This design comes from an exercise in tuning for small area on the open sky130 flow, not from production work. Function was checked by simulation only, so behaviour that the tests miss may differ from the original. Power is estimated from default activity; no workload was simulated.

## flow/constraint.sdc

```tcl
create_clock -name core_clock -period 3.5 [get_ports {clock}]
set_input_delay 0.7000 -clock core_clock [delete_from_list [all_inputs] [get_ports {clock}]]
set_output_delay 0.7000 -clock core_clock [all_outputs]
set_load 0.01 [all_outputs]
```

## flow/design.v

```verilog
module LDST_SEQUENCER (
    input           clock,
    input           clock_enable,
    input           reset,
    output  [15:0]  instruction_bus_address,
    input   [12:0]  instruction_bus_data,
    output  [7:0]   io_bus_address,
    output  [7:0]   io_bus_data_out,
    input   [7:0]   io_bus_data_in,
    output          io_bus_out,
    output          io_bus_in
);
    wire    [11:0]  ins = instruction_bus_data[11:0];
    wire    [7:0]   d   = ins[7:0];
    wire    transfer    = ~ins[11] & ~ins[10];
    wire    load        = transfer & ~ins[8];
    wire    store       = transfer &  ins[8];
    wire    ld_bus      = load & ~ins[9];
    wire    subroutine  = ~ins[11] & ins[10];
    wire    call        = subroutine & ~ins[8];
    wire    ret         = subroutine &  ins[8];
    wire    internal    = ~|d[7:2];
    wire    sel_a       = internal & (d[1:0] == 2'd0);
    wire    sel_b       = internal & (d[1:0] == 2'd1);
    wire    sel_f       = internal & (d[1:0] == 2'd2);
    wire    sel_alu     = internal & (d[1:0] == 2'd3);
    wire    ex_store    = clock_enable & store;
    wire    ex_load     = clock_enable & load;
    reg     [7:0]   work;
    reg     [7:0]   reg_a;
    reg     [7:0]   reg_b;
    reg     [7:0]   alu_op;
    reg             flag_o, flag_c, flag_z;
    reg     [15:0]  pc;
    wire    [7:0]   op2     = alu_op[3] ? {8{alu_op[1]}} : (reg_b ^ {8{alu_op[1]}});
    wire            cin     = alu_op[1] ? ~(alu_op[0] & ~flag_c) : (alu_op[0] & flag_c);
    wire    [7:0]   g       = reg_a & op2;
    wire    [7:0]   p       = reg_a ^ op2;
    wire    [8:0]   c;
    assign  c[0] = cin;
    genvar  i;
    generate
        for (i = 0; i < 8; i = i + 2) begin : carry_chain
            wire    gg = g[i+1] | (p[i+1] & g[i]);
            wire    pp = p[i+1] & p[i];
            assign  c[i+1] = g[i] | (p[i] & c[i]);
            assign  c[i+2] = gg | (pp & c[i]);
        end
    endgenerate
    wire    [2:0]   fn      = alu_op[7:5];
    wire            sel_p   = (fn == 3'b001) | (fn == 3'b010) | (fn == 3'b100);
    wire            sel_g   = (fn == 3'b000) | (fn == 3'b001);
    wire            is_add  = (fn == 3'b100);
    wire            is_shl  = (fn == 3'b101);
    wire            is_shr  = fn[2] & fn[1];
    wire    [7:0]   inv     = {8{alu_op[2]}};
    wire    [7:0]   pre_res   = ({8{sel_p}} & p) ^ inv;
    wire    [7:0]   k         = ({8{sel_g}} & g) | ({8{is_add}} & c[7:0]);
    wire    [7:0]   shl_res   = {reg_a[6:0], cin};
    wire    [7:0]   shr_res   = {cin | (alu_op[5] & reg_a[7]), reg_a[7:1]};
    wire    [7:0]   sh_res    = (is_shl ? shl_res : shr_res) ^ inv;
    wire            is_sh     = is_shl | is_shr;
    wire    [7:0]   alu_res   = is_sh ? sh_res : (pre_res ^ k);
    wire            c_out   = is_add ? c[8] : (is_shl ? reg_a[7] : (is_shr ? reg_a[0] : flag_c));
    wire            o_out   = is_add ? (~(reg_a[7] ^ op2[7]) & (reg_a[7] ^ p[7] ^ c[7])) : flag_o;
    wire            z_out   = ~|alu_res;
    wire    [7:0]   int_data =  ({8{sel_a}} & reg_a)
                              | ({8{sel_b}} & reg_b)
                              | ({8{sel_f}} & {5'd0, flag_o, flag_c, flag_z});
    wire    [7:0]   load_data = ins[9] ? d : (internal ? int_data : io_bus_data_in);
    wire            ld_alu    = ex_load & ~ins[9] & sel_alu;
    always @(posedge clock, posedge reset) begin
        if (reset)
            work <= 8'h00;
        else if (ld_alu)
            work <= alu_res;
        else if (ex_load)
            work <= load_data;
    end
    always @(posedge clock, posedge reset) begin
        if (reset) begin
            reg_a  <= 8'h00;
            reg_b  <= 8'h00;
            alu_op <= 8'h00;
        end else begin
            if (ex_store & sel_a)   reg_a  <= work;
            if (ex_store & sel_b)   reg_b  <= work;
            if (ex_store & sel_alu) alu_op <= work;
        end
    end
    always @(posedge clock, posedge reset) begin
        if (reset)
            {flag_o, flag_c, flag_z} <= 3'b000;
        else if (ex_store & sel_f)
            {flag_o, flag_c, flag_z} <= work[2:0];
        else if (ld_alu)
            {flag_o, flag_c, flag_z} <= {o_out, c_out, z_out};
    end
    reg     [15:0]  st0, st1, st2, st3;
    reg     [3:0]   valid;
    wire            push    = clock_enable & call;
    wire            pop     = clock_enable & ret;
    wire    [15:0]  pc_inc  = pc + {15'd0, clock_enable};
    wire            hold    = ~push & ~pop;
    always @(posedge clock) begin
        st0 <= ({16{push}} & pc_inc) | ({16{pop}} & st1) | ({16{hold}} & st0);
        st1 <= ({16{push}} & st0)    | ({16{pop}} & st2) | ({16{hold}} & st1);
        st2 <= ({16{push}} & st1)    | ({16{pop}} & st3) | ({16{hold}} & st2);
        if (push)
            st3 <= st2;
    end
    always @(posedge clock, posedge reset) begin
        if (reset)
            valid <= 4'd0;
        else if (push)
            valid <= {valid[2:0], 1'b1};
        else if (pop)
            valid <= {1'b0, valid[3:1]};
    end
    wire    taken   = ins[11] & (~|ins[10:8] | |(ins[10:8] & {flag_o, flag_c, flag_z}));
    wire    [15:0]  ret_addr = valid[0] ? st0 : 16'h0000;
    always @(posedge clock, posedge reset) begin
        if (reset)
            pc <= 16'h0000;
        else if (clock_enable & ret)
            pc <= ret_addr;
        else if (clock_enable & (call | taken))
            pc <= {work, d};
        else
            pc <= pc_inc;
    end
    assign  instruction_bus_address = pc;
    assign  io_bus_address          = d;
    assign  io_bus_data_out         = work;
    assign  io_bus_out              = store;
    assign  io_bus_in               = ld_bus;
endmodule
```

## flow/standard.sh

```bash
#!/bin/bash
# synth_recipe.tcl (not shown) runs the flow's synth.tcl, then flattens the netlist and writes it again
# the make line also repeats each setting of config.mk as NAME=value (left out here)
make -C /OpenROAD-flow-scripts/flow DESIGN_CONFIG=/design/flow/config.mk WORK_HOME=/design/flow/orfs CLKGATE_MAP_FILE= SYNTH_SCRIPT=/design/flow/synth_recipe.tcl "${@:-finish}"
```

## flow/flow/area.abc

```
strash; dch -f; map -D 3000; topo; stime -c; buffer -p; upsize -D 3000; dnsize -D 3000
```

## flow/flow/knobs.txt

```
BUFFER_PORTS_ARGS=-buffer_cell sky130_fd_sc_hd__buf_1
CTS_ARGS=-sink_clustering_enable -repair_clock_nets -dont_use_dummy_load -buf_list sky130_fd_sc_hd__clkbuf_4
```

## flow/config.mk

```make
export PLATFORM = sky130hd
export DESIGN_NAME = LDST_SEQUENCER
export DESIGN_NICKNAME = LDST_SEQUENCER
export VERILOG_FILES = /design/flow/design.v
export SDC_FILE = /design/flow/constraint.sdc
export NUM_CORES = 4
export LEC_CHECK = 0
export CAP_MARGIN = 20
export CORE_MARGIN = 2
export CORE_UTILIZATION = 40
export GPL_TIMING_DRIVEN = 0
export SETUP_SLACK_MARGIN = 0.1
export SLEW_MARGIN = 20
```

## flow/flow/run.sh

```bash
#!/bin/bash
# Own layout flow: the standard ORFS flow, with an area-oriented synthesis
# (no full/half-adder extraction, an area-mapping ABC script), small port
# buffers and a clock tree without dummy loads. Each tool's output goes to a
# log of its own in this folder.
set -euo pipefail
W=$(pwd)
F=$W/flow

# Synthesis script: ORFS's synth.tcl with the ABC script swapped for ours.
sed -e "s|log_cmd abc {\*}\$abc_args|log_cmd abc -script $F/area.abc {*}[lrange \$abc_args 2 end]|" \
    "$FLOW_HOME/scripts/synth.tcl" > "$W/own_synth_body.tcl"
grep -q "area.abc" "$W/own_synth_body.tcl"
sed -e "s|\$::env(SCRIPTS_DIR)/synth.tcl|$W/own_synth_body.tcl|" synth_recipe.tcl > "$W/own_synth.tcl"
grep -q own_synth_body "$W/own_synth.tcl"

# standard.sh with our synthesis script and extra knobs.
# flow/knobs.txt: one extra make variable assignment per line.
EXTRA="ADDER_MAP_FILE="
while IFS= read -r line; do
  [[ -z "$line" || "$line" == \#* ]] && continue
  EXTRA="$EXTRA '$line'"
done < "$F/knobs.txt"
sed -e "s|SYNTH_SCRIPT=[^ ]*|SYNTH_SCRIPT=$W/own_synth.tcl $EXTRA|" standard.sh > "$W/own_standard.sh"
grep -q own_synth "$W/own_standard.sh"

bash "$W/own_standard.sh" finish > "$W/flow_make.log" 2>&1
```

==> results of run 1 <==
==> final cells by class <==
type / count / area, µm²
Sequential cell: 118 / 2790
Antenna cell: 1 / 2.50
Buffer: 38 / 174
Timing Repair Buffer: 56 / 215
Inverter: 97 / 367
Fill cell: 1482 / 7900
Clock buffer: 17 / 128
Multi-Input combinational cell: 485 / 2620
Tap cell: 184 / 230
==> cells by family after synthesis <==
| group | count (synthesis) |
|---|---|
| simple gates | 223 |
| flops | 118 |
| xor+xnor | 21 |
| compound gates | 241 |
| buf+inv | 135 |
==> critical path, stage by stage (launching register included) <==
cell	delay, ns
dfrtp_1	0.46
xnor2_4	0.31
nand2_1	0.07
o21ai_0	0.11
inv_1	0.07
nor2_1	0.20
nor2_1	0.12
a21oi_1	0.15
o21ai_1	0.13
a221oi_2	0.34
o22ai_1	0.14
o21ai_0	0.35
nand2_1	0.17
a221oi_1	0.27
o21ai_0	0.11
==> timing repair <==
action,4_1_cts,5_1_grt
endpoints found under the setup margin,11,17
resized for setup,7,16
pin swaps,1,1
buffers inserted,0,1
==> power by group through the flow <==
stage          sequential, mW  combinational [mW]  clock, mW
5_1_grt                  1.82               0.713      0.736
3_5_place_dp             1.82               0.604          0
3_3_place_gp             1.81               0.588          0
6_report                 1.79               0.634      0.662
4_1_cts                  1.79               0.611      0.680
2_1_floorplan            1.79               0.394          0
==> registers in the layout, indices dropped and copies added (netlist names) <==
register / flops
st0: 16
st2: 16
alu_op: 7
reg_a: 8
flag_z: 1
st1: 16
reg_b: 8
pc: 16
flag_c: 1
st3: 16
work: 8
valid: 4
flag_o: 1
==> placed cells by master, fill, tap and decap left out, types with 2 or more instances in the layout <==
| cell type | n |
|---|---|
| nand2_1 | 112 |
| o21ai_0 | 105 |
| inv_1 | 93 |
| nor2_1 | 75 |
| a22oi_1 | 58 |
| dfrtp_1 | 54 |
| buf_1 | 54 |
| dfxtp_1 | 48 |
| a21oi_1 | 30 |
| clkbuf_1 | 29 |
| o22ai_1 | 21 |
| xor2_1 | 18 |
| clkbuf_4 | 17 |
| edfxtp_1 | 16 |
| nor3_1 | 12 |
| buf_4 | 9 |
| a221oi_1 | 6 |
| nor2_4 | 6 |
| nand3_1 | 4 |
| a31oi_1 | 3 |
| o221ai_1 | 3 |
| nor2_2 | 3 |
| nand3b_1 | 2 |
| clkinv_1 | 2 |
| o211ai_1 | 2 |
| and2_1 | 2 |
| o21a_1 | 2 |
| or2_2 | 2 |
| o221a_2 | 2 |
| xnor2_1 | 2 |
| nand4_1 | 2 |
| clkbuf_2 | 2 |
==> synthesized netlist by cell type <==
master	n	share of area, %
nand2_1	112	7.2
o21ai_0	106	9.0
inv_1	95	6.1
nor2_1	84	5.4
a22oi_1	58	7.4
dfrtp_1	54	23
dfxtp_1	48	16
a21oi_1	31	2.6
clkbuf_1	30	1.9
o22ai_1	21	2.2
xor2_1	18	2.7
edfxtp_1	16	8.2
nor3_1	12	1.0
buf_4	8	1.0
a221oi_1	7	1.0
nand3_1	4	0.34
a31oi_1	3	0.32
o221ai_1	3	0.45
xnor2_1	3	0.45
and2_1	2	0.21
clkinv_1	2	0.13
nand3b_1	2	0.26
nand4_1	2	0.21
o211ai_1	2	0.26
o21a_1	2	0.26
o221a_2	2	0.38
or2_2	2	0.21
a211oi_1	1	0.13
a22o_1	1	0.15
a311oi_1	1	0.15
a32oi_1	1	0.15
and3_1	1	0.11
nor3b_1	1	0.13
nor4_1	1	0.11
o311ai_0	1	0.15
o31ai_1	1	0.13
==> per-layer routing <==
layer,part of all wire (%),vias to the layer above
li1,-,2646
met1,43,2672
met2,46,252
met3,6.5,62
met4,4.4,0
met5,0,-
==> final timing paths <==
check	from	to	slack [ns]
max	alu_op[1]	work[6]	0.38
max in group asynchronous	reset	alu_op[5]	2.72
min reg2reg	st2[9]	st3[9]	0.46
max reg2reg	alu_op[1]	work[6]	0.38
min	reset	flag_c	0.26
min in group core_clock	st2[9]	st3[9]	0.46
==> results.sh, run 1 <==
export IMPL_die_area_um2=15600
export IMPL_viasPerCell=5.65
export IMPL_overflow=0
export IMPL_yosys_warnings=1
export IMPL_netlist_instances=738
export IMPL_cts_tree="yes"
export IMPL_final_area_um2=6530
export IMPL_fin_setup_tns_ns=0
export IMPL_use_met1_pct=29.9
export IMPL_place_ws_ns=-0.837
export IMPL_cp_required_ns=3.91
export IMPL_intPower_mw=2.07
export IMPL_grt_met3_usage_pct=5.48
export IMPL_layout_nets=837
export IMPL_synth_compound_area_share_pct=24.9
export IMPL_vdd_ir_drop_max_mv=0.160
export IMPL_gp_congestion=0.943
export IMPL_synth_top_family_by_area="compound AO/OA/AOI/OAI gates"
export IMPL_final_max_slew_viol_count=0
export IMPL_drt_initial_drc_count=417
export IMPL_final_hold_viol_count=0
export IMPL_drive_gt1_share_pct=5.80
export IMPL_antenna_left=0
export IMPL_yosysSeqAreaShare_pct=47.6
export IMPL_clock_sinks=118
export IMPL_setup_ws_ns=0.376
export IMPL_seqPwrFrac_pct=58.1
export IMPL_clk_pin_slew_ns=0.09
export IMPL_grt_total_usage_pct=23.7
export IMPL_layoutNonFillerInstCount=996
export IMPL_finalSetupViolations=0
export IMPL_total_power_mw=3.09
export IMPL_fp_dieH_um=125
export IMPL_drc=0
export IMPL_ios=58
export IMPL_hold_buffers=0
export IMPL_die_width_um=125
export IMPL_status="complete, no violations"
export IMPL_synthXorXnorAreaFrac_pct=3.14
export IMPL_coreArea_um2=14400
export IMPL_p_switching_mw=1.02
export IMPL_dpl_cell_area_um2=6300
export IMPL_routed_wl_um=18500
export IMPL_start_kind="register"
export IMPL_grt_pass1_vias=5301
export IMPL_synth_area_um2=5860
export IMPL_whs_ns=0.264
export IMPL_hpwl_um=13600
export IMPL_arrival_ns=3.53
export IMPL_grt_pass1_wl_um=28700
export IMPL_synth_mux_area_share_pct=0
export IMPL_r2r_cells=14
export IMPL_p_leak_nw=2.69
export IMPL_routedWlPerCell_um=18.6
export IMPL_crit_type="reg -> reg"
export IMPL_start_util_pct=40.6
export IMPL_p_per_area_nw_per_um2=473
export IMPL_ys_seq_elements=118
export IMPL_antenna_found_initial=1
export IMPL_fin_util_pct=45.3
export IMPL_synthSimpleGateAreaFrac_pct=15.2
export IMPL_netSwitchingFraction_pct=32.9
export IMPL_period_share_pct=89.3
export IMPL_tightestPinTransition_ns=1.06
export IMPL_synth_fp_nets=762
export IMPL_max_cap_violations=0
export IMPL_rsz0062_at_grt="false"
export IMPL_rows=44
export IMPL_syn_area_per_cell_um2=7.94
export IMPL_clockRootBuffer="clkbuf_4"
export IMPL_clock_latency_ns=0.55
export IMPL_ys_types=36
export IMPL_groute_layer_met2_usage_pct=37.7
export IMPL_fin_skew_ns=0.0451
export IMPL_clkPwrFrac_pct=21.4
export IMPL_vias=5632
export IMPL_drt_first_pass_iters=5
export IMPL_grt_max_degree=55
export IMPL_hold_class="in -> async"
export IMPL_critPathMaxFanout=8
export IMPL_end_kind="register"
export IMPL_portBuffers=55
export IMPL_relSlewSlack_pct=28.8
export IMPL_min_period_ns=3.12
export IMPL_grt_busiest_layer="met2"
export IMPL_cts_made_buffers=17
export IMPL_placed_cells=977
export IMPL_clock_path_buffers=2
export IMPL_comb_power_share_pct=20.5
export IMPL_area_growth_pct=11.4
export IMPL_synth_adder_area_share_pct=0
export IMPL_cts_htree_levels=4
export IMPL_max_freq_ghz=0.320
==> run 2, diff against run 1 <==
==> flow/flow/area.abc (replaced) <==
strash; dch -f; map -D 4000; topo; stime -c; buffer -p; upsize -D 4000; dnsize -D 4000
==> run 2 against run 1 <==
  * Still clean
  * Count of clock-buffer cells in the layout did not move
  * Largest cell class unchanged
  * Combinational power barely moved
  * Critical path depth did not move
  * Power did not move
  * Wire length did not move
  * Maximum frequency did not move
  * Clock skew did not move
  * Clock power barely moved
  * Final area did not move
==> results.sh, run 2 <==
export IMPL_status="complete, no violations"
export IMPL_viasPerCell=5.65
export IMPL_yosysTopAreaCell="dfrtp_1"
export IMPL_whs_ns=0.264
export IMPL_synth_fp_nets=762
export IMPL_drc=0
export IMPL_relSlewSlack_pct=28.8
export IMPL_finalSetupViolations=0
export IMPL_grt_pass1_wl_um=28700
export IMPL_ys_types=36
export IMPL_min_period_ns=3.12
export IMPL_cts_htree_levels=4
export IMPL_fin_setup_tns_ns=0
export IMPL_gp_congestion=0.943
export IMPL_clk_pin_slew_ns=0.09
export IMPL_tightestPinTransition_ns=1.06
export IMPL_drt_initial_drc_count=417
export IMPL_grt_max_degree=55
export IMPL_synthTopCellsByArea="dfrtp_1 23%, dfxtp_1 16%, o21ai_0 9.0%, edfxtp_1 8.2%, a22oi_1 7.4%"
export IMPL_end_kind="register"
export IMPL_fin_skew_ns=0.0451
export IMPL_ys_flop_type="dfrtp_1"
export IMPL_syn_area_per_cell_um2=7.94
export IMPL_final_max_slew_viol_count=0
export IMPL_netSwitchingFraction_pct=32.9
export IMPL_die_area_um2=15600
export IMPL_antenna_left=0
export IMPL_synth_area_um2=5860
export IMPL_netlist_instances=738
export IMPL_grt_total_usage_pct=23.7
export IMPL_clock_latency_ns=0.55
export IMPL_overflow=0
export IMPL_vias=5632
export IMPL_p_switching_mw=1.02
export IMPL_synth_edff_count=16
export IMPL_total_power_mw=3.09
export IMPL_hold_class="in -> async"
export IMPL_clkPwrFrac_pct=21.4
export IMPL_hold_buffers=0
export IMPL_p_leak_nw=2.69
export IMPL_final_hold_viol_count=0
export IMPL_antenna_found_initial=1
export IMPL_clock_sinks=118
export IMPL_yosys_warnings=1
export IMPL_synth_most_common_cell="nand2_1"
export IMPL_cp_required_ns=3.91
export IMPL_comb_power_share_pct=20.5
export IMPL_die_width_um=125
export IMPL_grt_pass1_vias=5301
export IMPL_crit_type="reg -> reg"
export IMPL_routed_wl_um=18500
export IMPL_seqPwrFrac_pct=58.1
export IMPL_p_per_area_nw_per_um2=473
export IMPL_ys_seq_elements=118
export IMPL_fp_dieH_um=125
export IMPL_clock_path_buffers=2
export IMPL_portBuffers=55
export IMPL_max_freq_ghz=0.320
export IMPL_cts_made_buffers=17
export IMPL_hpwl_um=13600
export IMPL_rows=44
export IMPL_drive_gt1_share_pct=5.80
export IMPL_arrival_ns=3.53
export IMPL_layout_nets=837
export IMPL_async_flop_share_pct=45.8
export IMPL_clockRootBuffer="clkbuf_4"
export IMPL_yosysTopAreaCellShare_pct=23.0
export IMPL_area_growth_pct=11.4
export IMPL_cts_tree="yes"
export IMPL_critPathMaxFanout=8
export IMPL_vdd_ir_drop_max_mv=0.160
export IMPL_period_share_pct=89.3
export IMPL_drt_first_pass_iters=5
export IMPL_start_kind="register"
export IMPL_yosysSeqAreaShare_pct=47.6
export IMPL_most_common_layout_cells="112 x nand2_1, 105 x o21ai_0, 93 x inv_1"
export IMPL_ios=58
export IMPL_max_cap_violations=0
export IMPL_start_util_pct=40.6
export IMPL_final_common_cell="nand2_1"
export IMPL_intPower_mw=2.07
export IMPL_routedWlPerCell_um=18.6
export IMPL_coreArea_um2=14400
export IMPL_rsz0062_at_grt="false"
export IMPL_synthTopCellsByCount="112 x nand2_1, 106 x o21ai_0, 95 x inv_1"
==> run 2: worst paths after layout <==
check	slack (ns)	startpoint	cells after the start	endpoint
max	0.38	alu_op[1]	14	work[6]
min	0.26	reset	2	flag_c
max reg2reg	0.38	alu_op[1]	14	work[6]
min reg2reg	0.46	st2[9]	0	st3[9]
max in group asynchronous	2.72	reset	2	alu_op[5]
min in group core_clock	0.46	st2[9]	0	st3[9]
==> run 2: routing by layer <==
| metal | GRT usage, % | wire length, µm |
|---|---|---|
| met5 | 0 | 0 |
| met4 | 12.7 | 805 |
| met3 | 5.48 | 1190 |
| met2 | 37.7 | 8590 |
| met1 | 29.9 | 7890 |
==> run 2: through the flow <==
| step | instances | setup WS (ns) | instance area, µm² | utilization, % |
|---|---|---|---|---|
| 6_report | 996 | 0.376 | 6530 | 45.3 |
| 4_1_cts | 994 | 0.0903 | 6460 | 44.8 |
| 5_1_grt | 996 | 0.0621 | 6530 | 45.3 |
| 2_1_floorplan | 738 | 0.174 | 5860 | - |
| 3_3_place_gp | 977 | -0.730 | 6300 | 43.7 |
| 3_5_place_dp | 977 | -0.837 | 6300 | 43.7 |
==> run 2: area by class of cell <==
cell class,instances,area (µm²)
Sequential cell,118,2790
Inverter,97,367
Timing Repair Buffer,56,215
Antenna cell,1,2.50
Buffer,38,174
Clock buffer,17,128
Fill cell,1482,7900
Tap cell,184,230
Multi-Input combinational cell,485,2620
==> run 2: what timing repair did <==
item / in CTS / in global routing
gates resized for setup: 7 / 16
buffers inserted: 0 / 1
pin swaps: 1 / 1
setup endpoints to repair: 11 / 17
cloned: 0 / 0
==> run 2: cell families (layout without fill, tap and decap cells) <==
family,after synthesis,count (layout),share of synthesized area (%)
DFF,118,118,47.6
and+or+nand+nor,223,223,15.2
other,0,1,0
xor gates and xnor gates,21,21,3.14
AOI/OAI and AO/OA,241,241,24.9
buffers and inverters,135,208,9.16
==> run 2: critical path: stages (launching register included) <==
cell	delay [ns]
dfrtp_1	0.46
xnor2_4	0.31
nand2_1	0.07
o21ai_0	0.11
inv_1	0.07
nor2_1	0.20
nor2_1	0.12
a21oi_1	0.15
o21ai_1	0.13
a221oi_2	0.34
o22ai_1	0.14
o21ai_0	0.35
nand2_1	0.17
a221oi_1	0.27
o21ai_0	0.11
==> run 2: power groups by stage <==
| stage | Sequential, mW | Clock, mW | Combinational [mW] |
|---|---|---|---|
| 2_1_floorplan | 1.79 | 0 | 0.394 |
| 3_3_place_gp | 1.81 | 0 | 0.588 |
| 3_5_place_dp | 1.82 | 0 | 0.604 |
| 4_1_cts | 1.79 | 0.680 | 0.611 |
| 5_1_grt | 1.82 | 0.736 | 0.713 |
| 6_report | 1.79 | 0.662 | 0.634 |
==> run 3, diff against run 2 <==
==> flow/flow/area.abc (replaced) <==
strash
dch -f
amap
topo
stime -c
buffer -p
upsize -D 3000
dnsize -D 3000
==> run 3 against run 2 <==
  * Die area shrank 2.6%
  * Utilization grew 2.1 points
  * Non-clock buffer count grew 5
  * Combinational power grew 5.2%
  * Wire length shrank 0.99%
  * Sequential power is essentially flat
  * Synthesized cell count shrank 7.3%
  * Register-to-register slack lost 0.32 ns
  * Clock skew shrank 0.018 ns
  * Hold slack gained 0.025 ns
  * Largest cell class unchanged
==> results.sh, run 3 <==
export IMPL_status="complete, no violations"
export IMPL_synth_edff_count=16
export IMPL_die_width_um=123
export IMPL_crit_path_top_delay_cell="dfrtp_2"
export IMPL_final_hold_viol_count=0
export IMPL_async_flop_share_pct=45.8
export IMPL_cts_made_buffers=17
export IMPL_hold_buffers=0
export IMPL_cp_required_ns=3.93
export IMPL_routedWlPerCell_um=19.2
export IMPL_clk_pin_slew_ns=0.10
export IMPL_portBuffers=55
export IMPL_end_kind="register"
export IMPL_yosysTopAreaCellShare_pct=23.7
export IMPL_finalSetupViolations=0
export IMPL_overflow=0
export IMPL_register_area_um2=2790
export IMPL_layout_nets=796
export IMPL_r2r_slack_ns=0.06
export IMPL_clock_path_buffers=2
export IMPL_clock_latency_ns=0.52
export IMPL_clock_sinks=118
export IMPL_groute_layer_met2_usage_pct=43.3
export IMPL_antenna_found_initial=1
export IMPL_place_ws_ns=-0.896
export IMPL_drt_first_pass_iters=6
export IMPL_total_power_mw=3.09
export IMPL_max_freq_ghz=0.290
export IMPL_viasPerCell=5.79
export IMPL_yosysSeqAreaShare_pct=48.9
export IMPL_min_period_ns=3.44
export IMPL_p_leak_nw=2.75
export IMPL_crit_type="reg -> reg"
export IMPL_setup_ws_ns=0.0556
export IMPL_final_common_cell="inv_1"
export IMPL_vdd_ir_drop_max_mv=0.260
export IMPL_ys_seq_elements=118
export IMPL_netlist_instances=684
export IMPL_tightestPinTransition_ns=0.890
export IMPL_use_met1_pct=30.5
export IMPL_synth_area_um2=5710
export IMPL_path_cells="inv_6 -> a22oi_2 -> buf_6 -> o22ai_4 -> nand2_2 -> buf_4 -> nand2_1 -> o22ai_4 -> inv_2 -> a21oi_4 -> nor3_2 -> nor2_2 -> a21oi_2 -> nand2_1 -> o21ai_2 -> nor2_1 -> a21oi_2 -> o22ai_2 -> or4_4 -> nor4_4 -> a221o_1"
export IMPL_ys_types=41
export IMPL_arrival_ns=3.87
export IMPL_drive_gt1_share_pct=11.0
export IMPL_grt_pass1_wl_um=28700
export IMPL_gp_congestion=0.953
export IMPL_hpwl_um=13100
export IMPL_area_growth_pct=15.8
export IMPL_grt_max_degree=55
export IMPL_final_area_um2=6610
export IMPL_coreArea_um2=13900
export IMPL_cts_tree="yes"
export IMPL_syn_area_per_cell_um2=8.34
export IMPL_hold_class="in -> async"
export IMPL_fin_skew_ns=0.0273
export IMPL_clockRootBuffer="clkbuf_4"
export IMPL_vias=5506
export IMPL_rsz0062_at_grt="true"
export IMPL_yosysTopAreaCell="dfrtp_1"
export IMPL_routed_wl_um=18300
export IMPL_fp_dieH_um=123
export IMPL_most_common_layout_cells="96 x inv_1, 72 x nor2_1, 61 x o21ai_0"
export IMPL_synthTopCellsByArea="dfrtp_1 24%, dfxtp_1 17%, edfxtp_1 8.4%, o22ai_1 6.9%, inv_1 6.5%"
export IMPL_fillCellCount=1401
export IMPL_max_cap_violations=0
export IMPL_drt_initial_drc_count=537
export IMPL_layoutNonFillerInstCount=951
export IMPL_critPathMaxFanout=4
export IMPL_start_kind="register"
export IMPL_relSlewSlack_pct=40.2
export IMPL_start_util_pct=41.0
export IMPL_multi_input_area_um2=2580
export IMPL_yosys_warnings=1
export IMPL_cp_num_buf_inv=4
export IMPL_drc=0
export IMPL_critPathMaxStageDelay_ns=0.48
export IMPL_placed_cells=919
export IMPL_dpl_cell_area_um2=6150
export IMPL_grt_total_usage_pct=25.1
export IMPL_synth_fp_nets=708
export IMPL_ios=58
export IMPL_synth_most_common_cell="inv_1"
export IMPL_synthTopCellsByCount="99 x inv_1, 78 x nor2_1, 68 x o21ai_0"
export IMPL_fin_util_pct=47.4
export IMPL_grt_met3_usage_pct=4.94
export IMPL_rows=43
export IMPL_p_per_area_nw_per_um2=468
export IMPL_period_share_pct=98.4
export IMPL_whs_ns=0.289
export IMPL_final_max_slew_viol_count=0
export IMPL_grt_busiest_layer="met2"
export IMPL_fin_setup_tns_ns=0
export IMPL_ys_flop_type="dfrtp_1"
export IMPL_cts_htree_levels=4
export IMPL_antenna_left=0
export IMPL_die_area_um2=15200
export IMPL_critPathTopFamily="simple AND/OR/NAND/NOR gates"
export IMPL_grt_pass1_vias=5306
## run 3: final timing paths
kind                                start   endpoint  cells past startpoint
worst max register to register  alu_op[1]     flag_z                     21
worst max-delay path            alu_op[1]     flag_z                     21
worst min register to register    st2[13]    st3[13]                      0
max in group asynchronous           reset  alu_op[1]                      2
min in group core_clock           st2[13]    st3[13]                      0
worst min-delay path                reset     pc[12]                      2
## run 3: power by group
group	internal (mW)	total, mW	leakage, nW	switching [mW]
Clock	0.221	0.640	0.0782	0.418
Combinational	0.263	0.667	1.54	0.404
Sequential	1.62	1.78	1.13	0.163
Total	2.11	3.09	2.75	0.985
## run 3: routing by layer
metal / part of all wire, % / up-vias
li1: - / 2614
met1: 41 / 2643
met4: 2.8 / 0
met2: 51 / 210
met3: 5.6 / 39
met5: 0 / -
## run 3: cell type report
type,count,share of cell area (%)
flip-flops and latches,118,42.3
multi-input cells,429,39.1
inverters,107,6.25
repair buffers,68,4.72
well taps,180,3.41
plain buffers,31,2.25
clock buffers,17,1.93
diodes,1,0.0379
## run 3: what timing repair did
item | CTS | global route
pin swaps | 16 | 13
gates resized for setup | 31 | 29
gates cloned | 1 | 0
endpoints found under the setup margin | 19 | 25
endpoints found under the hold margin | 0 | 0
setup buffers | 11 | 2
## run 3: kinds of logic after synthesis
group	count (synthesis)	synth area share (%)
buffers and inverters	138	9.60
AND/OR/NAND/NOR	170	12.3
flip-flops	118	48.9
XOR/XNOR	4	0.614
AO/OA/AOI/OAI	254	28.5
## run 3: worst register-to-register path: stages, from the launching register on
cell	delay [ns]
dfrtp_2	0.48
inv_6	0.10
a22oi_2	0.08
buf_6	0.15
o22ai_4	0.20
nand2_2	0.12
buf_4	0.16
nand2_1	0.09
o22ai_4	0.08
inv_2	0.08
a21oi_4	0.06
nor3_2	0.13
nor2_2	0.08
a21oi_2	0.23
nand2_1	0.11
o21ai_2	0.09
nor2_1	0.08
a21oi_2	0.18
o22ai_2	0.12
or4_4	0.47
nor4_4	0.14
a221o_1	0.14
==> run 4, diff against run 3 <==
==> flow/flow/area.abc (replaced) <==
strash
&get -n
&dch -f
&nf -R 1000
&put
topo
buffer -p
upsize -D 3000
dnsize -D 3000
==> run 4 against run 3 <==
  * Flip-flop and latch count unchanged
  * Hold slack worse by 0.011 ns
  * Maximum frequency up 6.7%
  * First-iteration DRC count up 13%
  * Register-to-register slack better by 0.22 ns
  * Sequential power up 8%
  * Largest power group unchanged
  * Critical path depth down 6
  * Wire length down 6.9%
  * Still clean
  * Worst setup slack better by 0.22 ns
  * Count of clock-buffer cells in the layout unchanged
  * Critical path type unchanged
  * Synthesized cell count down 12%
==> results.sh, run 4 <==
export IMPL_crit_type="reg -> reg"
export IMPL_netlist_instances=602
export IMPL_rsz0062_at_grt="false"
export IMPL_relSlewSlack_pct=44.0
export IMPL_synth_mux_area_share_pct=7.73
export IMPL_antenna_found_initial=0
export IMPL_ys_types=45
export IMPL_final_max_slew_viol_count=0
export IMPL_p_per_area_nw_per_um2=495
export IMPL_rows=43
export IMPL_period_share_pct=92.2
export IMPL_portBuffers=54
export IMPL_fin_util_pct=45.9
export IMPL_dpl_cell_area_um2=6230
export IMPL_antenna_cells=0
export IMPL_synth_area_um2=5790
export IMPL_synth_top_family_by_area="compound AO/OA/AOI/OAI gates"
export IMPL_die_width_um=124
export IMPL_critPathMaxFanout=6
export IMPL_ys_flop_type="dfrtp_1"
export IMPL_setup_ws_ns=0.272
export IMPL_clock_sinks=118
export IMPL_yosysSeqAreaShare_pct=48.2
export IMPL_clock_latency_ns=0.53
export IMPL_vdd_ir_drop_max_mv=0.243
export IMPL_max_cap_violations=0
export IMPL_final_common_cell="nand2_1"
export IMPL_arrival_ns=3.67
export IMPL_hpwl_um=12200
export IMPL_r2r_slack_ns=0.27
export IMPL_max_freq_ghz=0.310
export IMPL_drc=0
export IMPL_gp_congestion=0.850
export IMPL_synth_compound_area_share_pct=21.0
export IMPL_routed_wl_um=17000
export IMPL_start_util_pct=41.4
export IMPL_total_power_mw=3.18
export IMPL_antenna_left=0
export IMPL_grt_total_usage_pct=22.3
export IMPL_hold_buffers=0
export IMPL_drive_gt1_share_pct=10.7
export IMPL_grt_pass1_wl_um=27000
export IMPL_p_leak_nw=2.80
export IMPL_die_area_um2=15500
export IMPL_min_period_ns=3.23
export IMPL_finalSetupViolations=0
export IMPL_async_flop_share_pct=45.8
export IMPL_fin_skew_ns=0.0419
export IMPL_grt_max_degree=55
export IMPL_whs_ns=0.278
export IMPL_fp_dieH_um=124
export IMPL_layout_nets=701
export IMPL_hold_class="in -> async"
export IMPL_clockRootBuffer="clkbuf_4"
export IMPL_grt_pass1_vias=4803
export IMPL_area_growth_pct=10.9
export IMPL_synth_edff_count=16
export IMPL_synthXorXnorAreaFrac_pct=5.90
export IMPL_status="complete, no violations"
export IMPL_overflow=0
export IMPL_drt_initial_drc_count=607
export IMPL_syn_area_per_cell_um2=9.62
export IMPL_cts_made_buffers=17
export IMPL_viasPerCell=5.88
export IMPL_yosysTopAreaCellShare_pct=23.3
export IMPL_synthTopCellsByCount="66 x nand2_1, 59 x o21ai_0, 54 x dfrtp_1"
export IMPL_clk_pin_slew_ns=0.11
export IMPL_cp_required_ns=3.95
export IMPL_start_kind="register"
export IMPL_synthTopCellsByArea="dfrtp_1 23%, dfxtp_1 17%, edfxtp_1 8.3%, a222oi_1 6.6%, mux2_2 5.8%"
export IMPL_vias=5024
export IMPL_routedWlPerCell_um=19.9
export IMPL_clock_path_buffers=2
export IMPL_end_kind="register"
export IMPL_tightestPinTransition_ns=0.836
export IMPL_synth_adder_area_share_pct=0.173
export IMPL_place_ws_ns=-0.213
export IMPL_ios=58
export IMPL_yosys_warnings=1
export IMPL_cts_tree="yes"
export IMPL_cts_htree_levels=4
export IMPL_synth_most_common_cell="nand2_1"
export IMPL_ys_seq_elements=118
export IMPL_final_area_um2=6420
export IMPL_drt_first_pass_iters=8
export IMPL_yosysTopAreaCell="dfrtp_1"
export IMPL_final_hold_viol_count=0
export IMPL_synth_fp_nets=626
export IMPL_most_common_layout_cells="66 x nand2_1, 58 x o21ai_0, 56 x buf_1"
export IMPL_synthSimpleGateAreaFrac_pct=10.9
export IMPL_coreArea_um2=14000
## run 4: changes by cell type after synthesis, sizes merged, moves of 20 or more
cell    before  now
xnor2        1   26
a21oi       46   26
mux2         0   30
inv        101   43
nor2        78   27
o22ai       63    5
a222oi      10   38
## run 4: layer usage
layer,GRT usage [%],wire [µm],vias up
met1,32.0,7910,2471
met5,0,0,-
met3,6.74,1470,20
met4,7.34,248,0
li1,-,-,2335
met2,32.0,7400,198
## run 4: cells by family (layout without fill, tap and decap cells)
kind of cell    Yosys count  count (layout)
xor+xnor                 39              39
buf+inv                  87             160
mux                      41              41
fa+ha+maj                 1               1
simple gates            139             139
compound gates          177             177
flops                   118             118
## run 4: where the power goes
part	total, mW	switching, mW	leakage (nW)	internal, mW
Clock	0.646	0.425	0.0782	0.221
Combinational	0.614	0.333	1.47	0.281
Sequential	1.92	0.272	1.25	1.65
## run 4: critical path: stages (launching register included)
cell and delay (ns):
dfrtp_1 0.45, xnor2_4 0.29, mux2i_2 0.13, xor2_1 0.18, o211ai_1 0.22, o21ai_2 0.13, o31ai_2 0.28, nand2_1 0.08
o21ai_0 0.10, xnor2_1 0.10, nand2_1 0.06, o21ai_0 0.16, nor4_2 0.33, nand3_1 0.16, o2bb2a_1 0.32, o21ai_0 0.15
## run 4: worst paths after layout
| kind | from | to | cells past startpoint |
|---|---|---|---|
| min in group core_clock | st0[1] | pc[1] | 2 |
| worst min-delay path | reset | pc[9] | 2 |
| worst min register to register | st0[1] | pc[1] | 2 |
| worst max register to register | alu_op[3] | flag_z | 15 |
| max in group asynchronous | reset | pc[7] | 2 |
| worst max-delay path | alu_op[3] | flag_z | 15 |
## run 4: cell type report
type,count,area (µm²)
fill,1418,7560
sequential,118,2790
multi-input combinational,397,2700
tap,180,225
timing repair buffer,56,218
buffer,44,198
inverter,43,164
clock buffer,17,128
## run 4: timing repair
item	CTS	global route
setup endpoints to repair	6	2
pin swaps	1	2
gates resized for setup	4	6
setup buffers	0	2
## run 4: per-stage QoR
| stage | setup TNS [ns] | instances |
|---|---|---|
| after global routing | 0 | 855 |
| after CTS | 0 | 853 |
| after detailed placement | -1.59 | 836 |
| after floorplan | 0 | 602 |
| after global placement | -1.09 | 836 |
| final | 0 | 855 |
==> run 5, diff against run 4 <==
==> flow/flow/area.abc (replaced) <==
strash
&get -n
&dch -f
&nf -R 1000 -F 8 -A 4
&put
topo
buffer -p
upsize -D 3000
dnsize -D 3000
==> run 5 against run 4 <==
  * Still clean
  * Combinational power hardly changed
  * Sequential share of layout area is 0.33 points lower
  * Wire length is 1.1% higher
  * Flip-flop and latch count stayed put
  * Critical path type unchanged
  * Critical endpoint unchanged
==> results.sh, run 5 <==
export IMPL_status="complete, no violations"
export IMPL_cts_htree_levels=4
export IMPL_die_width_um=124
export IMPL_hold_buffers=0
export IMPL_drt_initial_drc_count=751
export IMPL_grt_max_degree=55
export IMPL_p_per_area_nw_per_um2=491
export IMPL_final_common_cell="nand2_1"
export IMPL_async_flop_share_pct=45.8
export IMPL_critPathMaxStageDelay_ns=0.51
export IMPL_max_freq_ghz=0.302
export IMPL_synth_most_common_cell="nand2_1"
export IMPL_synth_fp_nets=627
export IMPL_clock_latency_ns=0.52
export IMPL_ys_seq_elements=118
export IMPL_fillCellCount=1397
export IMPL_vdd_ir_drop_max_mv=0.176
export IMPL_cp_num_buf_inv=2
export IMPL_multi_input_area_um2=2720
export IMPL_ys_flop_type="dfrtp_1"
export IMPL_antenna_found_initial=1
export IMPL_finalSetupViolations=0
export IMPL_fp_dieH_um=124
export IMPL_yosysTopAreaCellShare_pct=23.3
export IMPL_fin_skew_ns=0.0423
export IMPL_register_area_um2=2790
export IMPL_vias=5049
export IMPL_viasPerCell=5.87
export IMPL_grt_pass1_wl_um=26800
export IMPL_drive_gt1_share_pct=12.4
export IMPL_period_share_pct=94.7
export IMPL_end_kind="register"
export IMPL_netlist_instances=603
export IMPL_crit_top_cell="a21oi_1"
export IMPL_yosysSeqAreaShare_pct=48.2
export IMPL_final_hold_viol_count=0
export IMPL_overflow=0
export IMPL_start_util_pct=41.4
export IMPL_synthTopCellsByArea="dfrtp_1 23%, dfxtp_1 17%, edfxtp_1 8.3%, a222oi_1 6.6%, mux2_2 5.8%"
export IMPL_layout_nets=705
export IMPL_cts_tree="yes"
export IMPL_final_area_um2=6480
export IMPL_crit_type="reg -> reg"
export IMPL_relSlewSlack_pct=45.0
export IMPL_synthTopCellsByCount="66 x nand2_1, 59 x o21ai_0, 54 x dfrtp_1"
export IMPL_crit_path_top_delay_cell="or4_4"
export IMPL_r2r_cells=16
export IMPL_timing_rr_start="alu_op[1]"
export IMPL_start_kind="register"
export IMPL_synth_edff_count=16
export IMPL_rsz0062_at_grt="false"
export IMPL_total_power_mw=3.18
export IMPL_clockRootBuffer="clkbuf_4"
export IMPL_ys_types=43
export IMPL_cts_made_buffers=17
export IMPL_arrival_ns=3.77
export IMPL_critPathTopFamily="compound AO/OA/AOI/OAI gates"
export IMPL_drc=0
export IMPL_grt_pass1_vias=4888
export IMPL_portBuffers=54
export IMPL_r2r_slack_ns=0.18
export IMPL_rows=43
export IMPL_final_max_slew_viol_count=0
export IMPL_path_cells="xnor2_4 -> mux2i_2 -> xor2_1 -> o211ai_1 -> o21ai_2 -> o31ai_2 -> buf_4 -> a21oi_1 -> o22ai_1 -> xnor2_1 -> a21oi_1 -> inv_1 -> or4_4 -> nor2_2 -> a21oi_1 -> o21ai_1"
export IMPL_routed_wl_um=17200
export IMPL_coreArea_um2=14000
export IMPL_max_cap_violations=0
export IMPL_hpwl_um=12100
export IMPL_die_area_um2=15400
export IMPL_critPathMaxFanout=4
export IMPL_gp_congestion=0.941
export IMPL_yosys_warnings=1
export IMPL_hold_class="in -> async"
export IMPL_grt_total_usage_pct=22.2
export IMPL_clock_sinks=118
export IMPL_area_growth_pct=11.9
export IMPL_p_leak_nw=2.81
export IMPL_min_period_ns=3.32
export IMPL_tightestPinTransition_ns=0.823
export IMPL_antenna_left=0
export IMPL_cp_required_ns=3.96
export IMPL_clk_pin_slew_ns=0.11
export IMPL_ios=58
export IMPL_r2r_end="flag_z"
export IMPL_synth_area_um2=5790
export IMPL_clock_path_buffers=2
export IMPL_dpl_cell_area_um2=6220
export IMPL_most_common_layout_cells="66 x nand2_1, 56 x buf_1, 55 x o21ai_0"
export IMPL_yosysTopAreaCell="dfrtp_1"
export IMPL_routedWlPerCell_um=20.0
export IMPL_drt_first_pass_iters=10
export IMPL_syn_area_per_cell_um2=9.60
[run 5: how the worst max path moves through the flow]
stage                        end       from  cells after the start  slack, ns
after floorplan           flag_z  alu_op[1]                     16       0.34
after global placement    flag_z  alu_op[1]                     16      -0.44
after detailed placement  flag_z  alu_op[1]                     16      -0.62
after CTS                 flag_z  alu_op[1]                     14       0.10
after global routing      flag_z  alu_op[1]                     16       0.08
final                     flag_z  alu_op[1]                     16       0.18
[run 5: per-layer routing]
layer | up-vias | GRT usage (%) | share of wire (%)
met4 | 0 | 8.79 | 2.3
met3 | 27 | 5.41 | 7.4
li1 | 2343 | - | -
met2 | 220 | 35.7 | 47
met1 | 2459 | 28.8 | 43
met5 | - | 0 | 0
[run 5: kinds of logic (layout without fill, tap and decap cells)]
family	count (synthesis)	after routing	synth area share, %
AO/OA/AOI/OAI	178	178	21.0
AND/OR/NAND/NOR	138	138	10.8
flip-flops	118	118	48.2
buffers and inverters	89	165	6.29
multiplexers	40	40	7.57
XOR/XNOR	39	39	5.90
adder cells (fa/ha/maj)	1	1	0.173
other	0	1	0
[run 5: metrics by stage]
step / setup WS (ns) / utilization (%) / hold slack (ns) / TNS, ns / std cells
final: 0.185 / 46.3 / 0.295 / 0 / 860
after global routing: 0.0835 / 46.3 / 0.309 / 0 / 860
after CTS: 0.101 / 45.8 / 0.284 / 0 / 858
after detailed placement: -0.621 / 44.5 / 0.443 / -3.44 / 838
after global placement: -0.438 / 44.4 / 0.440 / -3.68 / 837
after floorplan: 0.344 / - / 0.425 / 0 / 603
[run 5: timing repair]
| item | 4_1_cts | 5_1_grt |
|---|---|---|
| resized for setup | 8 | 16 |
| setup buffers | 3 | 1 |
| pin swaps | 3 | 12 |
| hold endpoints to repair | 0 | 0 |
| cloned | 0 | 0 |
| setup endpoints to repair | 7 | 1 |
[run 5: power by group]
part	switching (mW)	total [mW]	internal (mW)
registers	0.260	1.91	1.65
clock network	0.436	0.658	0.221
logic	0.334	0.617	0.282
[run 5: final cells by class]
class / count / area share (%)
inverter: 44 / 2.59
sequential: 118 / 43.1
timing repair buffer: 59 / 3.67
buffer: 45 / 3.15
tap: 180 / 3.48
clock buffer: 17 / 1.97
antenna: 1 / 0.0386
multi-input combinational: 396 / 42.0
==> run 6, diff against run 5 <==
==> flow/flow/area.abc (replaced) <==
strash
&get -n
&dch -f
&nf -R 1000
&put
topo
stime -c
==> run 6 against run 5 <==
  * Register-to-register slack hardly changed
  * Clock power is 3.6% lower
  * Critical endpoint unchanged
  * Worst setup slack got worse by 0.013 ns
  * Power is 1.2% lower
  * Clock skew decreased by 0.0094 ns
  * Sequential power is essentially flat
  * Maximum frequency down 0.39%
==> results.sh, run 6 <==
export IMPL_status="complete, no violations"
export IMPL_grt_max_degree=57
export IMPL_cts_tree="yes"
export IMPL_drive_gt1_share_pct=9.15
export IMPL_cp_required_ns=3.94
export IMPL_async_flop_share_pct=45.8
export IMPL_synth_fp_nets=590
export IMPL_final_hold_viol_count=0
export IMPL_drc=0
export IMPL_ys_seq_elements=118
export IMPL_grt_total_usage_pct=21.1
export IMPL_drt_initial_drc_count=494
export IMPL_clk_pin_slew_ns=0.10
export IMPL_cp_num_buf_inv=1
export IMPL_area_growth_pct=14.8
export IMPL_most_common_layout_cells="66 x nand2_1, 57 x o21ai_0, 56 x buf_1"
export IMPL_syn_area_per_cell_um2=10.0
export IMPL_end_kind="register"
export IMPL_place_ws_ns=-0.652
export IMPL_fin_skew_ns=0.0328
export IMPL_clock_latency_ns=0.53
export IMPL_yosysTopAreaCellShare_pct=23.9
export IMPL_antenna_found_initial=1
export IMPL_critPathMaxStageDelay_ns=0.49
export IMPL_p_leak_nw=2.60
export IMPL_fp_dieH_um=123
export IMPL_layoutNonFillerInstCount=837
export IMPL_synth_edff_count=16
export IMPL_yosysSeqAreaShare_pct=49.4
export IMPL_viasPerCell=5.84
export IMPL_placed_cells=807
export IMPL_clockRootBuffer="clkbuf_4"
export IMPL_crit_type="reg -> reg"
export IMPL_cts_htree_levels=4
export IMPL_max_cap_violations=0
export IMPL_synth_area_um2=5660
export IMPL_fin_setup_tns_ns=0
export IMPL_start_kind="register"
export IMPL_tightestPinTransition_ns=1.00
export IMPL_synth_most_common_cell="nand2_1"
export IMPL_overflow=0
export IMPL_period_share_pct=95.1
export IMPL_setup_ws_ns=0.172
export IMPL_clock_path_buffers=2
export IMPL_drt_first_pass_iters=9
export IMPL_final_max_slew_viol_count=0
export IMPL_yosysTopAreaCell="dfrtp_1"
export IMPL_die_area_um2=15100
export IMPL_ios=58
export IMPL_r2r_slack_ns=0.17
export IMPL_relSlewSlack_pct=32.7
export IMPL_routedWlPerCell_um=18.4
export IMPL_synthTopCellsByArea="dfrtp_1 24%, dfxtp_1 17%, edfxtp_1 8.5%, a222oi_1 6.7%, mux2_1 6.0%"
export IMPL_whs_ns=0.107
export IMPL_fillCellCount=1271
export IMPL_r2r_cells=14
export IMPL_critPathTopFamily="compound AO/OA/AOI/OAI gates"
export IMPL_path_cells="xnor2_4 -> mux2i_2 -> xor2_2 -> o211ai_1 -> o21ai_2 -> o22ai_1 -> xnor2_1 -> a21oi_1 -> clkinv_1 -> or3_1 -> nor4_1 -> nand3_1 -> o2bb2a_1 -> o21ai_0"
export IMPL_multi_input_area_um2=2750
export IMPL_routed_wl_um=15400
export IMPL_hold_class="in -> async"
export IMPL_rsz0062_at_grt="false"
export IMPL_ys_types=41
export IMPL_rows=43
export IMPL_hold_buffers=0
export IMPL_hpwl_um=10400
export IMPL_arrival_ns=3.77
export IMPL_cts_made_buffers=17
export IMPL_vias=4888
export IMPL_path_depth=14
export IMPL_vdd_ir_drop_max_mv=0.186
export IMPL_gp_congestion=0.876
export IMPL_synthTopCellsByCount="66 x nand2_1, 60 x o21ai_0, 54 x dfrtp_1"
export IMPL_start_util_pct=40.9
export IMPL_yosys_warnings=1
export IMPL_critPathMaxFanout=6
export IMPL_grt_pass1_wl_um=24200
export IMPL_finalSetupViolations=0
export IMPL_antenna_left=0
export IMPL_register_area_um2=2790
export IMPL_portBuffers=56
export IMPL_netlist_instances=566
export IMPL_layout_nets=682
export IMPL_max_freq_ghz=0.300
export IMPL_clock_sinks=118
export IMPL_ys_flop_type="dfrtp_1"
export IMPL_crit_path_top_delay_cell="dfrtp_2"
export IMPL_coreArea_um2=13800
export IMPL_die_width_um=123
export IMPL_min_period_ns=3.33
export IMPL_grt_pass1_vias=4624
export IMPL_total_power_mw=3.15
export IMPL_p_per_area_nw_per_um2=484
export IMPL_final_common_cell="nand2_1"
## run 6: changes by cell type in the layout (fill, tap and decap cells not counted), sizes merged, moves of 2 or more
| cell | change |
|---|---|
| nand3 | +2 |
| buf | +10 |
| and2 | +2 |
| inv | -44 |
| clkinv | +43 |
| nor2b | -2 |
| nor2 | -2 |
| nor3b | -2 |
| clkbuf | -34 |
| nor3 | +3 |
## run 6: final cells by class
type | count | area share (%)
flip-flops and latches | 118 | 43.0
multi-input cells | 398 | 42.4
repair buffers | 72 | 5.61
well taps | 180 | 3.47
inverters | 43 | 2.58
clock buffers | 17 | 1.96
plain buffers | 8 | 0.925
diodes | 1 | 0.0385
## run 6: what timing repair did
action / CTS / global route
cloned: 1 / 0
pin swaps: 1 / 4
resized for setup: 7 / 7
setup buffers: 1 / 10
endpoints found under the setup margin: 23 / 2
## run 6: kinds of logic after synthesis
kind of cell,count (synthesis),share of synthesized area (%)
AOI/OAI and AO/OA,177,21.5
xor gates and xnor gates,39,6.04
adders and majority gates,1,0.177
buffers and inverters,51,3.91
DFF,118,49.4
muxes,41,7.92
and+or+nand+nor,139,11.1
## run 6: path summary, 6_finish.rpt
check / from / end
min in group core_clock: st2[7] / st3[7]
worst min register to register: st2[7] / st3[7]
worst min-delay path: reset / pc[3]
worst max-delay path: alu_op[1] / flag_z
max in group asynchronous: reset / flag_o
worst max register to register: alu_op[1] / flag_z
## run 6: routing by layer
layer	GRT usage, %	wire length [µm]	vias to the layer above
met5	0	0	-
met4	9.12	424	0
met2	33.9	7360	174
met1	27.2	6820	2376
met3	4.80	813	30
li1	-	-	2308
## run 6: where the power goes
group          leakage [nW]  switching [mW]  internal (mW)
logic                  1.28           0.332          0.283
registers              1.25           0.248           1.65
clock network        0.0782           0.413          0.221
## run 6: worst reg2reg max path, stage by stage, from the launching register on
cell and delay [ns]:
dfrtp_2 0.49, xnor2_4 0.25, mux2i_2 0.14, xor2_2 0.17, o211ai_1 0.23, o21ai_2 0.12, o22ai_1 0.19, xnor2_1 0.11
a21oi_1 0.16, clkinv_1 0.12, or3_1 0.36, nor4_1 0.35, nand3_1 0.12, o2bb2a_1 0.29, o21ai_0 0.14
## run 6: per-stage QoR
step           utilization, %  cell area [µm²]
2_1_floorplan               -             5670
3_3_place_gp             44.2             6110
3_5_place_dp             44.9             6200
4_1_cts                  46.2             6380
5_1_grt                  47.0             6490
6_report                 47.0             6490
==> run 7, diff against run 6 <==
==> flow/flow/area.abc (replaced) <==
strash; dch -f; map -D 3000; topo; stime -c; buffer -p; upsize -D 3000; dnsize -D 3000
--- a/flow/config.mk
+++ b/flow/config.mk
@@ -9,5 +9,4 @@
 export CORE_MARGIN = 2
 export CORE_UTILIZATION = 40
-export GPL_TIMING_DRIVEN = 0
 export SETUP_SLACK_MARGIN = 0.1
 export SLEW_MARGIN = 20
==> run 7 against run 6 <==
  * Still clean
  * Clock power rose by 2%
  * Die area rose by 3.5%
  * Synthesized cell count rose by 30%
  * Critical path depth rose by 4
  * Power fell by 2.6%
  * First-iteration DRC count fell by 19%
  * Largest power group unchanged
==> results.sh, run 7 <==
export IMPL_end_kind="register"
export IMPL_critPathMaxStageDelay_ns=0.41
export IMPL_drc=0
export IMPL_layout_nets=833
export IMPL_min_period_ns=2.99
export IMPL_critPathMaxFanout=8
export IMPL_final_common_cell="nand2_1"
export IMPL_yosys_warnings=1
export IMPL_max_cap_violations=0
export IMPL_synth_most_common_cell="nand2_1"
export IMPL_max_freq_ghz=0.334
export IMPL_coreArea_um2=14400
export IMPL_path_cells="xnor2_1 -> buf_4 -> a21oi_2 -> nor2_1 -> inv_1 -> nand2_1 -> o211ai_1 -> nand2_1 -> o21ai_1 -> a221oi_2 -> a21oi_1 -> nand2_1 -> o21ai_0 -> xor2_1 -> o22ai_1 -> buf_4 -> a221oi_1 -> o21ai_0"
export IMPL_synth_area_um2=5860
export IMPL_synth_fp_nets=762
export IMPL_rows=44
export IMPL_syn_area_per_cell_um2=7.94
export IMPL_r2r_end="work[7]"
export IMPL_layoutNonFillerInstCount=992
export IMPL_tightestPinTransition_ns=0.849
export IMPL_overflow=0
export IMPL_ys_types=36
export IMPL_vias=5484
export IMPL_portBuffers=56
export IMPL_crit_top_cell="nand2_1"
export IMPL_clk_pin_slew_ns=0.09
export IMPL_start_util_pct=40.6
export IMPL_placed_cells=974
export IMPL_synthTopCellsByArea="dfrtp_1 23%, dfxtp_1 16%, o21ai_0 9.0%, edfxtp_1 8.2%, a22oi_1 7.4%"
export IMPL_clock_sinks=118
export IMPL_drt_first_pass_iters=5
export IMPL_drt_initial_drc_count=400
export IMPL_dpl_cell_area_um2=6410
export IMPL_arrival_ns=3.35
export IMPL_fin_util_pct=45.5
export IMPL_relSlewSlack_pct=43.3
export IMPL_synth_edff_count=16
export IMPL_grt_max_degree=47
export IMPL_crit_type="reg -> reg"
export IMPL_finalSetupViolations=0
export IMPL_fin_skew_ns=0.0348
export IMPL_final_area_um2=6570
export IMPL_clock_latency_ns=0.52
export IMPL_vdd_ir_drop_max_mv=0.177
export IMPL_fp_dieH_um=125
export IMPL_ys_flop_type="dfrtp_1"
export IMPL_cts_htree_levels=4
export IMPL_synthTopCellsByCount="112 x nand2_1, 106 x o21ai_0, 95 x inv_1"
export IMPL_timing_rr_start="alu_op[1]"
export IMPL_status="complete, no violations"
export IMPL_die_width_um=125
export IMPL_antenna_left=0
export IMPL_start_kind="register"
export IMPL_die_area_um2=15600
export IMPL_hold_class="in -> async"
export IMPL_clock_path_buffers=2
export IMPL_yosysSeqAreaShare_pct=47.6
export IMPL_period_share_pct=85.4
export IMPL_final_max_slew_viol_count=0
export IMPL_grt_pass1_vias=5285
export IMPL_r2r_slack_ns=0.51
export IMPL_cts_tree="yes"
export IMPL_gp_congestion=0.995
export IMPL_grt_total_usage_pct=22.0
export IMPL_crit_path_top_delay_cell="dfrtp_1"
export IMPL_grt_pass1_wl_um=27400
export IMPL_drive_gt1_share_pct=8.05
export IMPL_rsz0062_at_grt="false"
export IMPL_ios=58
export IMPL_r2r_cells=18
export IMPL_hpwl_um=12400
export IMPL_cts_made_buffers=17
export IMPL_viasPerCell=5.53
export IMPL_final_hold_viol_count=0
export IMPL_ys_seq_elements=118
export IMPL_routed_wl_um=17100
export IMPL_p_leak_nw=2.78
export IMPL_routedWlPerCell_um=17.3
export IMPL_cp_required_ns=3.86
export IMPL_p_per_area_nw_per_um2=467
export IMPL_async_flop_share_pct=45.8
export IMPL_most_common_layout_cells="112 x nand2_1, 105 x o21ai_0, 93 x inv_1"
export IMPL_antenna_found_initial=1
export IMPL_netlist_instances=738
export IMPL_yosysTopAreaCell="dfrtp_1"
export IMPL_yosysTopAreaCellShare_pct=23.0
export IMPL_area_growth_pct=12.0
export IMPL_fin_setup_tns_ns=0
export IMPL_clockRootBuffer="clkbuf_4"
-- run 7: cell types whose count changed after synthesis, sizes merged, moves of 38 or more --
cell	before	now
inv	0	95
o21ai	60	106
nand2	66	112
nor2	27	84
a22oi	20	58
clkinv	43	2
a222oi	38	0
-- run 7: logic make-up (layout without fill, tap and decap cells) --
family	Yosys count	count (layout)	share of synthesized area [%]
DFF	118	118	47.6
and+or+nand+nor	223	223	15.2
other	0	1	0
xor gates and xnor gates	21	21	3.14
AOI/OAI and AO/OA	241	241	24.9
buffers and inverters	135	204	9.16
-- run 7: cell type report --
type	count	area [µm²]
multi-input combinational	485	2580
sequential	118	2790
timing repair buffer	90	465
clock buffer	17	128
inverter	97	364
antenna	1	2.50
fill	1486	7860
tap	184	230
-- run 7: critical path, delay by kind of cell, from the launching register on --
| kind | cells | cell delay [ns] |
|---|---|---|
| AO/OA/AOI/OAI | 9 | 1.36 |
| AND/OR/NAND/NOR | 4 | 0.34 |
| buffers and inverters | 3 | 0.45 |
| flip-flops | 1 | 0.41 |
| XOR/XNOR | 2 | 0.30 |
-- run 7: stage by stage --
step	total power [mW]	hold slack (ns)	setup WS [ns]
after CTS	3.08	0.354	0.317
after detailed placement	2.44	0.449	0.0206
after global routing	3.25	0.385	0.101
final	3.06	0.336	0.510
after floorplan	2.18	0.431	0.174
after global placement	2.41	0.443	0.0457
-- run 7: repair_timing --
| item | CTS | global route |
|---|---|---|
| hold buffers | 0 | 0 |
| gates resized for setup | 0 | 7 |
| setup buffers | 0 | 0 |
| endpoints found under the setup margin | 0 | 5 |
-- run 7: per-layer routing --
metal | vias to the layer above | track usage [%] | routed length (µm)
met3 | 35 | 4.02 | 1060
met5 | - | 0 | 0
met1 | 2619 | 28.8 | 7470
met4 | 0 | 9.28 | 481
met2 | 188 | 35.9 | 8130
li1 | 2642 | - | -
-- run 7: worst max-delay path by stage --
stage	from	endpoint	cells after the start
6_report	alu_op[1]	work[7]	18
3_5_place_dp	clock_enable	pc[15]	25
3_3_place_gp	clock_enable	pc[15]	25
2_1_floorplan	clock_enable	st0[15]	24
4_1_cts	alu_op[1]	work[7]	18
5_1_grt	pc[0]	pc[15]	24
-- run 7: report_power, final --
group	switching (mW)	internal, mW
logic	0.372	0.246
clock network	0.425	0.222
registers	0.185	1.61
==> run 8, diff against run 7 <==
==> flow/flow/area.abc (replaced) <==
strash
dch -f
map -D 3000
topo
stime -c
buffer -p
upsize -D 3000
dnsize -D 3000
==> flow/flow/knobs.txt (replaced) <==
BUFFER_PORTS_ARGS=-buffer_cell sky130_fd_sc_hd__buf_1
CTS_ARGS=-sink_clustering_enable -repair_clock_nets -dont_use_dummy_load -buf_list sky130_fd_sc_hd__clkbuf_8 -sink_clustering_size 30 -sink_clustering_max_diameter 100
--- a/flow/config.mk
+++ b/flow/config.mk
@@ -9,4 +9,5 @@
 export CORE_MARGIN = 2
 export CORE_UTILIZATION = 40
+export GPL_TIMING_DRIVEN = 0
 export SETUP_SLACK_MARGIN = 0.1
 export SLEW_MARGIN = 20
==> run 8 against run 7 <==
  * Still clean
  * Global-route usage increased by 1.5 points
  * Hold slack improved by 0.033 ns
  * Clock power grew 38%
  * Final area rose by 1.2%
  * Non-clock buffer count increased by 4
  * Power is 8.6% higher
  * Utilization increased by 0.53 points
  * Register-to-register slack lost 0.17 ns
  * Critical path type unchanged
==> results.sh, run 8 <==
export IMPL_portBuffers=55
export IMPL_critPathMaxStageDelay_ns=0.46
export IMPL_async_flop_share_pct=45.8
export IMPL_routed_wl_um=18500
export IMPL_r2r_slack_ns=0.34
export IMPL_yosys_warnings=1
export IMPL_synth_edff_count=16
export IMPL_synth_compound_area_share_pct=24.9
export IMPL_synth_fp_nets=762
export IMPL_path_cells="xnor2_4 -> nand2_1 -> o21ai_0 -> inv_1 -> nor2_1 -> nor2_1 -> a21oi_1 -> o21ai_1 -> a221oi_2 -> o22ai_1 -> o21ai_0 -> nand2_1 -> a221oi_1 -> o21ai_0"
export IMPL_finalSetupViolations=0
export IMPL_crit_path_top_delay_cell="dfrtp_1"
export IMPL_antenna_found_initial=0
export IMPL_cp_required_ns=3.80
export IMPL_start_util_pct=40.6
export IMPL_synth_adder_area_share_pct=0
export IMPL_die_area_um2=15600
export IMPL_most_common_layout_cells="112 x nand2_1, 105 x o21ai_0, 93 x inv_1"
export IMPL_crit_type="reg -> reg"
export IMPL_min_period_ns=3.16
export IMPL_timing_rr_start="alu_op[1]"
export IMPL_final_common_cell="nand2_1"
export IMPL_drt_initial_drc_count=425
export IMPL_tightestPinTransition_ns=1.11
export IMPL_viasPerCell=5.69
export IMPL_synthXorXnorAreaFrac_pct=3.14
export IMPL_hold_class="in -> async"
export IMPL_synthSimpleGateAreaFrac_pct=15.2
export IMPL_yosysSeqAreaShare_pct=47.6
export IMPL_clock_sinks=118
export IMPL_critPathTopFamily="compound AO/OA/AOI/OAI gates"
export IMPL_start_kind="register"
export IMPL_hold_buffers=0
export IMPL_final_area_um2=6640
export IMPL_cts_tree="yes"
export IMPL_grt_met3_usage_pct=5.52
export IMPL_ys_seq_elements=118
export IMPL_antenna_left=0
export IMPL_synth_top_family_by_area="compound AO/OA/AOI/OAI gates"
export IMPL_grt_pass1_vias=5325
export IMPL_drt_first_pass_iters=5
export IMPL_hpwl_um=13600
export IMPL_fin_setup_tns_ns=0
export IMPL_drive_gt1_share_pct=5.92
export IMPL_use_met1_pct=29.6
export IMPL_fin_util_pct=46.1
export IMPL_yosysTopAreaCellShare_pct=23.0
export IMPL_grt_busiest_layer="met2"
export IMPL_vias=5665
export IMPL_synth_area_um2=5860
export IMPL_max_freq_ghz=0.316
export IMPL_clockRootBuffer="clkbuf_8"
export IMPL_cts_htree_levels=4
export IMPL_final_max_slew_viol_count=0
export IMPL_vdd_ir_drop_max_mv=0.218
export IMPL_clock_path_buffers=2
export IMPL_startpoint="alu_op[1]"
export IMPL_grt_max_degree=55
export IMPL_arrival_ns=3.46
export IMPL_endpoint="work[6]"
export IMPL_status="complete, no violations"
export IMPL_rsz0062_at_grt="false"
export IMPL_r2r_cells=14
export IMPL_drc=0
export IMPL_p_leak_nw=2.73
export IMPL_layout_nets=837
export IMPL_fin_skew_ns=0.0273
export IMPL_groute_layer_met2_usage_pct=37.6
export IMPL_rows=44
export IMPL_ios=58
export IMPL_coreArea_um2=14400
export IMPL_dpl_cell_area_um2=6300
export IMPL_layoutNonFillerInstCount=995
export IMPL_cp_num_buf_inv=1
export IMPL_relSlewSlack_pct=25.1
export IMPL_final_hold_viol_count=0
export IMPL_synth_most_common_cell="nand2_1"
export IMPL_place_ws_ns=-0.837
export IMPL_gp_congestion=0.943
export IMPL_fp_dieH_um=125
export IMPL_placed_cells=977
export IMPL_grt_total_usage_pct=23.5
export IMPL_clock_latency_ns=0.44
export IMPL_clk_pin_slew_ns=0.06
export IMPL_crit_top_cell="o21ai_0"
export IMPL_synthTopCellsByArea="dfrtp_1 23%, dfxtp_1 16%, o21ai_0 9.0%, edfxtp_1 8.2%, a22oi_1 7.4%"
export IMPL_r2r_end="work[6]"
export IMPL_die_width_um=125
export IMPL_ys_flop_type="dfrtp_1"
export IMPL_period_share_pct=90.3
export IMPL_setup_ws_ns=0.339
export IMPL_p_per_area_nw_per_um2=501
export IMPL_ys_types=36
export IMPL_synthTopCellsByCount="112 x nand2_1, 106 x o21ai_0, 95 x inv_1"
export IMPL_syn_area_per_cell_um2=7.94
export IMPL_end_kind="register"
export IMPL_cts_made_buffers=17
export IMPL_overflow=0
export IMPL_routedWlPerCell_um=18.6
export IMPL_antenna_cells=0
export IMPL_synth_mux_area_share_pct=0
export IMPL_max_cap_violations=0
export IMPL_critPathMaxFanout=8
export IMPL_path_depth=14
export IMPL_yosysTopAreaCell="dfrtp_1"
export IMPL_area_growth_pct=13.3
export IMPL_grt_pass1_wl_um=28600
export IMPL_netlist_instances=738
## run 8: repair_timing
item / 4_1_cts / 5_1_grt
buffers inserted: 0 / 1
gates resized for setup: 10 / 15
setup endpoints to repair: 15 / 15
pin swaps: 1 / 1
## run 8: cell type report
type                    count  area, µm²
flip-flops and latches    118       2790
fillers                  1463       7780
repair buffers             56        215
multi-input cells         485       2630
plain buffers              38        174
inverters                  97        367
clock buffers              17        234
well taps                 184        230
## run 8: routing by layer
metal	wire, µm	vias to the layer above
met5	0	-
met4	849	0
met3	1220	67
met2	8620	245
met1	7820	2707
li1	-	2646
## run 8: how the worst min path moves through the flow
stage / endpoint / slack, ns
finish: flag_c / 0.37
global route: flag_c / 0.43
CTS: pc[6] / 0.38
detailed placement: st3[1] / 0.45
global placement: st2[2] / 0.44
floorplan: st3[0] / 0.43
## run 8: logic make-up (layout without fill, tap and decap cells)
family                 count (synthesis)  count (layout)
flip-flops                           118             118
XOR/XNOR                              21              21
buffers and inverters                135             208
AO/OA/AOI/OAI                        241             241
AND/OR/NAND/NOR                      223             223
## run 8: power by group
part           internal [mW]  switching, mW
logic                  0.237          0.399
registers               1.62          0.180
clock network          0.426          0.468
## run 8: metrics by stage
| step | hold slack, ns | total power [mW] |
|---|---|---|
| final | 0.369 | 3.33 |
| after detailed placement | 0.449 | 2.42 |
| after CTS | 0.385 | 3.32 |
| after global routing | 0.429 | 3.50 |
| after floorplan | 0.431 | 2.18 |
| after global placement | 0.442 | 2.40 |
## run 8: worst reg2reg max path: stages, from the launching register on
cell and delay (ns):
dfrtp_1 0.46, xnor2_4 0.30, nand2_1 0.08, o21ai_0 0.11
inv_1 0.07, nor2_1 0.20, nor2_1 0.12, a21oi_1 0.15
o21ai_1 0.13, a221oi_2 0.35, o22ai_1 0.14, o21ai_0 0.36
nand2_1 0.17, a221oi_1 0.29, o21ai_0 0.12

afterwards: timing with drivers on the ports:
No port has a modelled driver above. Below, the same layouts with a new extraction and two added sets of constraints.
Step 1 sets driving cells, clkbuf_16 on the clock port and buf_2 on the other inputs (assumed; they add their load-dependent delay and slew).
Step 2 also shifts input and output timing later by t, the mid clock arrival at the registers, as if the neighbouring blocks saw the same clock.
a / b / c = ideal ports / drivers / drivers and shift; a / b = the first two.
| run | t (ns) | setup WS [ns] |
|---|---|---|
| run 1 | 0.563 | 0.376 / 0.376 / -0.130 |
| run 2 | 0.563 | 0.376 / 0.376 / -0.130 |
| run 3 | 0.534 | 0.056 / 0.056 / -0.115 |
| run 4 | 0.546 | 0.272 / 0.272 / -0.058 |
| run 5 | 0.541 | 0.185 / 0.185 / -0.071 |
| run 6 | 0.551 | 0.172 / 0.172 / -0.124 |
| run 7 | 0.534 | 0.510 / 0.510 / 0.133 |
| run 8 | 0.465 | 0.339 / 0.339 / -0.084 |
Met with ideal ports but missed after step 2: setup timing in 7 of these runs.
